From an optimization exercise on the open Yosys and OpenROAD flow, aimed at small area; shortcuts taken in it are not production practice. The RTL was checked by simulation tests, not by an equivalence proof against the original design. No driver is modelled on the clock port, so clock power and skew are understated where the tree is cut down; a real chip needs a root buffer or a tree. Power figures rest on the tool's default switching activity, not on a simulated workload.

== exp/violet ==
==> flow/design.v <==
module debounc_1 (
	clk,
	n_rst,
	din,
	rise
);
input clk;
input n_rst;
input din;
output rise;
localparam [14:0] LOAD = 15'h1484;
reg [14:0] cnt;
reg din_d1;
reg dout_d1;
wire restart = din ^ din_d1;
wire idle = ~|cnt[13:0];
wire zero = idle & ~cnt[14];
wire [14:0] cnt_step = {cnt[13:0], ~(cnt[14] ^ cnt[7]) & ~idle};
assign rise = zero & din_d1 & ~dout_d1;
always @(posedge clk or negedge n_rst)
	if(!n_rst) begin
		din_d1 <= 1'b0;
		cnt <= 15'h0;
		dout_d1 <= 1'b0;
	end
	else begin
		din_d1 <= din;
		cnt <= restart ? LOAD : cnt_step;
		if (zero) dout_d1 <= din_d1;
	end
endmodule
module debounc_2 (
	clk,
	n_rst,
	din,
	rise
);
input clk;
input n_rst;
input din;
output reg rise;
localparam [14:0] LOAD = 15'h2908;
reg [14:0] cnt;
reg din_d1;
reg dnext;
reg up;
wire restart = din ^ din_d1;
wire idle = ~|cnt;
wire [14:0] cnt_step = {cnt[13:0], ~(cnt[14] ^ cnt[7]) & ~idle};
wire start = idle & restart;
always @(posedge clk or negedge n_rst)
	if(!n_rst) begin
		din_d1 <= 1'b0;
		cnt <= 15'h0;
		dnext <= 1'b0;
		up <= 1'b0;
		rise <= 1'b0;
	end
	else begin
		din_d1 <= din;
		cnt <= cnt_step | ({15{start}} & LOAD);
		if (start) dnext <= din;
		up <= start & din & ~dnext;
		rise <= up;
	end
endmodule
module debounc_3 (
	clk,
	n_rst,
	din,
	rise
);
input clk;
input n_rst;
input din;
output rise;
localparam [14:0] LOAD = 15'h1484;
reg [14:0] cnt;
reg din_d1;
reg dout_d1;
wire restart = din ^ din_d1;
wire idle = ~|cnt[13:0];
wire zero = idle & ~cnt[14];
wire [14:0] cnt_step = {cnt[13:0], ~(cnt[14] ^ cnt[7]) & ~idle};
assign rise = zero & din_d1 & ~dout_d1;
always @(posedge clk or negedge n_rst)
	if(!n_rst) begin
		din_d1 <= 1'b0;
		cnt <= 15'h0;
		dout_d1 <= 1'b0;
	end
	else begin
		din_d1 <= din;
		cnt <= cnt_step | ({15{idle & restart}} & LOAD);
		if (zero) dout_d1 <= din_d1;
	end
endmodule
module edge_det_p(
    clk,
    n_rst,
    b0,
    b0_on
);
input clk;
input n_rst;
input b0;
output b0_on;
reg b0_d1;
always @(posedge clk or negedge n_rst)
if(!n_rst) begin
    b0_d1 <= 1'b0;
end
else begin
    b0_d1 <= b0;
end
assign b0_on = b0 & ~b0_d1;
endmodule
module led(
  clk,
  n_rst,
  din,
  dout
  );
input clk;
input n_rst;
input din;
output dout;
localparam [19:0] LOAD = 20'haccb;
reg [19:0] counter;
wire idle = ~|counter;
wire [19:0] step = {counter[18:0], ~(counter[19] ^ counter[16]) & ~idle};
always @(posedge clk or negedge n_rst)
  if (!n_rst) counter <= 20'h0;
  else counter <= din ? LOAD : step;
assign dout = ~idle;
endmodule
module doorlock_hdl(
  clk,
  n_rst,
  bt,
  btstar,
  opened
);
input clk;
input n_rst;
input [9:0] bt;
input btstar;
output opened;
parameter S_IDLE = 3'h0;
parameter S_FIRST = 3'h1;
parameter S_SEC = 3'h3;
parameter S_LAST = 3'h6;
parameter S_OPEN = 3'h4;
parameter S_FAKE = 3'h2;
parameter S_IDLE_O = 3'h5;
reg [2:0] c_state, n_state;
wire bt_any = |bt;
always @(posedge clk or negedge n_rst)
  if(!n_rst) c_state <= S_IDLE;
  else c_state <= n_state;
always @(*)
  case (c_state)
    S_IDLE, S_IDLE_O : n_state = bt[1] ? S_FIRST : S_IDLE;
    S_FIRST : n_state = bt[2] ? S_SEC : (btstar | bt_any) ? S_IDLE : S_FIRST;
    S_SEC : n_state = bt[7] ? S_LAST : btstar ? S_IDLE : bt_any ? S_FAKE : S_SEC;
    S_LAST : n_state = btstar ? S_OPEN : bt[7] ? S_LAST : bt_any ? S_FAKE : S_LAST;
    S_OPEN : n_state = S_IDLE_O;
    S_FAKE : n_state = bt[7] ? S_LAST : btstar ? S_IDLE : S_FAKE;
    default : n_state = S_IDLE;
  endcase
assign opened = (c_state == S_IDLE_O);
endmodule
module bd_if(
  clk,
  n_rst,
  bt_i,
  btstar_i,
  led_i,
  bt_o,
  btstar_o,
  led_o
  );
input clk;
input n_rst;
input [9:0] bt_i;
input btstar_i;
input led_i;
output [9:0] bt_o;
output btstar_o;
output led_o;
debounc_1 u_debounc0(.clk(clk), .n_rst(n_rst), .din(bt_i[0]), .rise(bt_o[0]));
debounc_1 u_debounc1(.clk(clk), .n_rst(n_rst), .din(bt_i[1]), .rise(bt_o[1]));
debounc_2 u_debounc2(.clk(clk), .n_rst(n_rst), .din(bt_i[2]), .rise(bt_o[2]));
debounc_2 u_debounc3(.clk(clk), .n_rst(n_rst), .din(bt_i[3]), .rise(bt_o[3]));
debounc_2 u_debounc4(.clk(clk), .n_rst(n_rst), .din(bt_i[4]), .rise(bt_o[4]));
debounc_2 u_debounc5(.clk(clk), .n_rst(n_rst), .din(bt_i[5]), .rise(bt_o[5]));
debounc_3 u_debounc6(.clk(clk), .n_rst(n_rst), .din(bt_i[6]), .rise(bt_o[6]));
debounc_3 u_debounc7(.clk(clk), .n_rst(n_rst), .din(bt_i[7]), .rise(bt_o[7]));
debounc_3 u_debounc8(.clk(clk), .n_rst(n_rst), .din(bt_i[8]), .rise(bt_o[8]));
debounc_3 u_debounc9(.clk(clk), .n_rst(n_rst), .din(bt_i[9]), .rise(bt_o[9]));
edge_det_p u_edgedet_pstar(.clk(clk), .n_rst(n_rst), .b0(~btstar_i), .b0_on(btstar_o));
led u_led(.clk(clk), .n_rst(n_rst), .din(led_i), .dout(led_o));
endmodule
module top(
	clk,
	n_rst,
	bt,
	btstar,
	led
);
input clk;
input n_rst;
input [9:0] bt;
input btstar;
output led;
wire [9:0] bt_w;
wire btstar_w;
wire open_w;
bd_if u_bd_if(
    .clk(clk),
    .n_rst(n_rst),
    .bt_i(bt),
    .btstar_i(btstar),
    .led_i(open_w),
    .bt_o(bt_w),
    .btstar_o(btstar_w),
    .led_o(led)
);
doorlock_hdl u_doorlock(
    .clk(clk),
    .n_rst(n_rst),
    .bt(bt_w),
    .btstar(btstar_w),
    .opened(open_w)
);
endmodule
Settings: LEC_CHECK=0, CAP_MARGIN=20, CORE_MARGIN=2, CORE_UTILIZATION=70, SLEW_MARGIN=20; clock period 10.0 ns.
standard.sh (not shown) runs the stock make flow with config.mk's settings and CLKGATE_MAP_FILE= SYNTH_SCRIPT=/design/flow/synth_recipe.tcl, a recipe that flattens the netlist after the stock synthesis.
==> flow/flow/run.sh <==
#!/bin/bash
# The standard layout (standard.sh), with two changes made through the ORFS
# variables it reads: the port buffers are the smallest buffer, and clock tree
# synthesis inserts no dummy loads and uses small clusters.
set -euo pipefail
export BUFFER_PORTS_ARGS="-buffer_cell sky130_fd_sc_hd__buf_1"
export CTS_ARGS="-sink_clustering_enable -repair_clock_nets -dont_use_dummy_load -buf_list {sky130_fd_sc_hd__clkbuf_4} -sink_clustering_size 10 -sink_clustering_max_diameter 40"
bash standard.sh > standard.log 2>&1
What exp/pepper does differently from exp/violet at the input level:
- CORE_UTILIZATION now 40, was 70
==> run summary <==
exp/pepper completed end to end with timing, DRC and antenna clean.
exp/violet | stages: all done | timing, DRC, antenna: all pass
Cmp exp/pepper and exp/violet / first-iteration DRC count / lower: exp/pepper
Diff exp/violet -> exp/pepper: cell area higher, combinational gate power closely matched the old numbers, first-pass GRT wire length neither gained nor lost much, clock network latency to the later pin of the worst-skew pair went up.
Per the comparison of exp/pepper with exp/violet, routed wire length has decreased, power in sequential cells has remained practically unchanged, area added between synthesis and finish has increased, smallest setup slack after layout has decreased.
On exp/pepper: met2 capacity usage during global routing is 13 points lower than what exp/violet gave.
#### Input delta (exp/yarrow over exp/pepper)
- CORE_UTILIZATION now 70, was 40
--- a/flow/flow/run.sh
+++ b/flow/flow/run.sh
@@ -7 +7 @@
-export CTS_ARGS="-sink_clustering_enable -repair_clock_nets -dont_use_dummy_load -buf_list {sky130_fd_sc_hd__clkbuf_4} -sink_clustering_size 10 -sink_clustering_max_diameter 40"
+export CTS_ARGS="-sink_clustering_enable -repair_clock_nets -dont_use_dummy_load -buf_list {sky130_fd_sc_hd__clkbuf_2} -sink_clustering_size 5 -sink_clustering_max_diameter 25"
--- outcome ---
Relative to exp/pepper, power increased by 40 uW in exp/yarrow.
Reported clock group power of exp/yarrow exceeds that of exp/pepper by a little under 10%.
exp/pepper → exp/yarrow: worst setup margin lower, weighted congestion at the end of routability-driven global placement increased by about 5% relative to the old numbers, final area -about 1.4%, non-clock buffer area fraction after layout closely matched the old numbers.
In the reports for exp/yarrow and exp/pepper, the larger total wirelength of the detailed-routed design belongs to exp/yarrow.
Looking at first-pass GRT wire length across both flows, exp/yarrow is the weaker of the two, with exp/pepper ahead.

---

top, a different RTL version from the one above (not shown whole).
For scale: about 460 cells after synthesis, about 14 I/O pins, about 0.0065 mm2 of cells after synthesis.
export LEC_CHECK = 0
export CAP_MARGIN = 20
export CORE_MARGIN = 2
export CORE_UTILIZATION = 70
export SLEW_MARGIN = 20
create_clock -name core_clock -period 10.0 [get_ports {clk}]
==> flow/flow/run.sh <==
#!/bin/bash
# The standard layout (standard.sh) with three changes:
# - after the standard synthesis, its combinational logic is re-mapped by
#   flow/reopt.ys (registers untouched), and the layout continues from that;
# - the port buffers are the smallest buffer (BUFFER_PORTS_ARGS);
# - the clock tree is built by flow/cts_hook.tcl (a root buffer and one leaf
#   buffer per cluster of flip-flops) in place of TritonCTS.
# Each tool's output goes to a log file in this folder.
set -euo pipefail
export BUFFER_PORTS_ARGS="-buffer_cell sky130_fd_sc_hd__buf_1"
export PRE_CTS_TCL=$PWD/flow/cts_hook.tcl
export CTS_CLOCK_PORT=clk
export CTS_LEAF_BUF=sky130_fd_sc_hd__clkbuf_4
export CTS_LEAF_SIZE=11
export CTS_ROOT_BUF=sky130_fd_sc_hd__clkbuf_8
R=$PWD/orfs/results/$FLOW_PLATFORM/top/base
LIB=$FLOW_HOME/platforms/$FLOW_PLATFORM/lib/sky130_fd_sc_hd__tt_025C_1v80.lib
YOSYS=$(command -v yosys || echo $FLOW_HOME/../tools/install/yosys/bin/yosys)
bash standard.sh $R/1_2_yosys.v > synth.log 2>&1
cp $R/1_2_yosys.v standard_1_2_yosys.v
sed -e "s#LIBFILE#$LIB#g; s#IN_NETLIST#$PWD/standard_1_2_yosys.v#; s#OUT_NETLIST#$PWD/reopt_1_2_yosys.v#" flow/reopt.ys > reopt_run.ys
"$YOSYS" -s reopt_run.ys > reopt.log 2>&1
cp reopt_1_2_yosys.v $R/1_2_yosys.v
bash standard.sh > standard.log 2>&1
==> flow/flow/cts_hook.tcl <==
# Sourced by ORFS's cts.tcl (PRE_CTS_TCL) just before it calls
# clock_tree_synthesis. Replaces that command with a plain two-level clock
# tree: the clock port drives one root buffer, which drives one leaf buffer
# per cluster of at most CTS_LEAF_SIZE flip-flops. Clusters come from
# recursive bisection of the flip-flop positions, so every flip-flop sees
# the same two buffers between it and the clock port.

proc cts_split {sinks n} {
  set len [llength $sinks]
  if {$len <= $n} { return [list $sinks] }
  set xs {}; set ys {}
  foreach s $sinks { lappend xs [lindex $s 0]; lappend ys [lindex $s 1] }
  set xs [lsort -integer $xs]; set ys [lsort -integer $ys]
  set dx [expr {[lindex $xs end] - [lindex $xs 0]}]
  set dy [expr {[lindex $ys end] - [lindex $ys 0]}]
  set key [expr {$dx >= $dy ? 0 : 1}]
  set sorted [lsort -integer -index $key $sinks]
  set k [expr {($len + $n - 1) / $n}]
  set left [expr {int(round(double($len) * ($k / 2) / $k))}]
  if {$left < 1} { set left 1 }
  return [concat [cts_split [lrange $sorted 0 [expr {$left - 1}]] $n] \
                 [cts_split [lrange $sorted $left end] $n]]
}

proc cts_center {sinks} {
  set sx 0; set sy 0
  foreach s $sinks { incr sx [lindex $s 0]; incr sy [lindex $s 1] }
  set l [llength $sinks]
  return [list [expr {$sx / $l}] [expr {$sy / $l}]]
}

rename clock_tree_synthesis tritoncts_clock_tree_synthesis
proc clock_tree_synthesis {args} {
  set n $::env(CTS_LEAF_SIZE)
  set db [ord::get_db]
  set block [ord::get_db_block]
  set clk_net [[$block findBTerm $::env(CTS_CLOCK_PORT)] getNet]
  set leaf_master [$db findMaster $::env(CTS_LEAF_BUF)]
  set root_master [$db findMaster $::env(CTS_ROOT_BUF)]
  set sinks {}
  foreach it [$clk_net getITerms] {
    set bb [[$it getInst] getBBox]
    lappend sinks [list [expr {([$bb xMin] + [$bb xMax]) / 2}] \
                        [expr {([$bb yMin] + [$bb yMax]) / 2}] $it]
  }
  set clusters [cts_split $sinks $n]
  puts "own clock tree: [llength $sinks] sinks in [llength $clusters] leaf clusters"

  set root [odb::dbInst_create $block $root_master clkbuf_root]
  lassign [cts_center $sinks] x y
  $root setLocation $x $y
  $root setPlacementStatus PLACED
  set root_net [odb::dbNet_create $block clknet_root]
  $root_net setSigType CLOCK
  [$root findITerm A] connect $clk_net
  [$root findITerm X] connect $root_net

  set i 0
  foreach c $clusters {
    set b [odb::dbInst_create $block $leaf_master clkbuf_leaf_$i]
    lassign [cts_center $c] x y
    $b setLocation $x $y
    $b setPlacementStatus PLACED
    set net [odb::dbNet_create $block clknet_leaf_$i]
    $net setSigType CLOCK
    [$b findITerm A] connect $root_net
    [$b findITerm X] connect $net
    foreach s $c {
      set it [lindex $s 2]
      $it disconnect
      $it connect $net
    }
    puts "  leaf $i: [llength $c] sinks"
    incr i
  }
  set_propagated_clock [all_clocks]
}
Other scripts of this flow, unchanged in this note and not shown: flow/flow/reopt.ys
The baseline ran to the end with no violations.
==> next run, changes <==
--- a/flow/flow/run.sh
+++ b/flow/flow/run.sh
@@ -14,3 +14,3 @@
 export CTS_LEAF_SIZE=11
-export CTS_ROOT_BUF=sky130_fd_sc_hd__clkbuf_8
+export CTS_ROOT_BUF=sky130_fd_sc_hd__clkbuf_4
 R=$PWD/orfs/results/$FLOW_PLATFORM/top/base
CORE_UTILIZATION = 80   (was 70)
Result:
- The new run completed with no timing, DRC or antenna violations
- die area falls by about 12%
- via count came out higher by about 8%
- combinational power rises by about 10%
- wire length rose by about 30%
- core utilization went up by 13 points
- critical path depth stays the same
==> next run, changes <==
--- a/flow/flow/run.sh
+++ b/flow/flow/run.sh
@@ -12,4 +12,4 @@
 export CTS_CLOCK_PORT=clk
-export CTS_LEAF_BUF=sky130_fd_sc_hd__clkbuf_4
-export CTS_LEAF_SIZE=11
+export CTS_LEAF_BUF=sky130_fd_sc_hd__clkbuf_8
+export CTS_LEAF_SIZE=18
 export CTS_ROOT_BUF=sky130_fd_sc_hd__clkbuf_4
CORE_UTILIZATION = 70   (was 80)
Routed wire length shrinks by 23%.
Final area grows by 0.35%.
Global-route usage shrinks by 9.6 points.
Worst hold slack improved by 0.0049 ns.
Sequential share of layout area shrinks by 0.25 points.
Clock skew shrinks by 0.0086 ns.
==> next run, changes <==
--- a/flow/flow/run.sh
+++ b/flow/flow/run.sh
@@ -12,5 +12,5 @@
 export CTS_CLOCK_PORT=clk
-export CTS_LEAF_BUF=sky130_fd_sc_hd__clkbuf_8
-export CTS_LEAF_SIZE=18
-export CTS_ROOT_BUF=sky130_fd_sc_hd__clkbuf_4
+export CTS_LEAF_BUF=sky130_fd_sc_hd__clkbuf_4
+export CTS_LEAF_SIZE=11
+export CTS_ROOT_BUF=sky130_fd_sc_hd__clkbuf_2
 R=$PWD/orfs/results/$FLOW_PLATFORM/top/base
Effect: Wire length is higher by 0.84%; worst setup slack got worse by 0.25 ns; cell area barely changes; clock skew stays flat; maximum frequency went down by 6.1%.
==> next run, changes <==
--- a/flow/flow/run.sh
+++ b/flow/flow/run.sh
@@ -14,3 +14,3 @@
 export CTS_LEAF_SIZE=11
-export CTS_ROOT_BUF=sky130_fd_sc_hd__clkbuf_2
+export CTS_ROOT_BUF=sky130_fd_sc_hd__clkbuf_4
 R=$PWD/orfs/results/$FLOW_PLATFORM/top/base
CORE_UTILIZATION = 60   (was 70)
What happened: Critical path depth is unchanged; area after synthesis is unchanged; cell area came out higher by 1.0%.
==> next run, changes <==
--- a/flow/flow/run.sh
+++ b/flow/flow/run.sh
@@ -13,4 +13,4 @@
 export CTS_LEAF_BUF=sky130_fd_sc_hd__clkbuf_4
-export CTS_LEAF_SIZE=11
-export CTS_ROOT_BUF=sky130_fd_sc_hd__clkbuf_4
+export CTS_LEAF_SIZE=12
+export CTS_ROOT_BUF=sky130_fd_sc_hd__clkbuf_8
 R=$PWD/orfs/results/$FLOW_PLATFORM/top/base
CORE_UTILIZATION = 70   (was 60)
The new run produced a clean layout.
Die area drops by roughly a tenth.
Worst setup slack gains 0.14 ns.
Critical path depth does not change.
Wire length stays flat.
Total power stays flat.
Final cell count came out lower by a few percent.
Maximum frequency rises by a few percent.
No run of this note takes its clock network from TritonCTS; it comes from the design's own scripts or RTL.

==> afterwards: timing with drivers on the ports <==
Ports are ideal in the flow. The routed layouts listed here were re-timed in OpenROAD. Step 1: set_driving_cell puts a clkbuf_16 on clk and a buf_2 on each other input, an assumption about the parent block. Step 2 also shifts input and output timing later by t, the mid clock arrival at the registers, as if the neighbouring blocks saw the same clock. Slacks: ideal / step 1 / step 2; pairs: ideal / step 1.
run | t (ns) | slack for setup (ns) | worst setup path at the end | worst register clock-pin slew, ns | worst slew at a driven data input, ns
exp/violet | 0.591 | 6.287 / 6.254 / 6.528 | input, reset recovery | 0.11 / 0.11 | 0.03
exp/pepper | 0.611 | 6.246 / 6.213 / 6.710 | input, reset recovery | 0.10 / 0.10 | 0.04
exp/yarrow | 0.660 | 6.238 / 6.206 / 6.514 | input, reset recovery | 0.10 / 0.10 | 0.03
the first run of note 2 | 0.478 | 6.156 / 6.126 / 6.388 | input, reset recovery | 0.11 / 0.11 | 0.03
the second run of note 2 | 0.597 | 5.904 / 5.874 / 6.015 | input, reset recovery | 0.12 / 0.12 | 0.03
the third run of note 2 | 0.538 | 6.082 / 6.053 / 6.373 | input, reset recovery | 0.11 / 0.11 | 0.03
the fourth run of note 2 | 0.800 | 5.830 / 5.803 / 6.390 | input, reset recovery | 0.12 / 0.12 | 0.03
the fifth run of note 2 | 0.609 | 6.011 / 5.979 / 6.588 | register to output | 0.12 / 0.12 | 0.04
the sixth run of note 2 | 0.475 | 6.151 / 6.119 / 6.378 | input, reset recovery | 0.12 / 0.12 | 0.03
After both steps setup and hold are still met in every run listed. The worst setup slack also covers recovery checks on asynchronous resets.
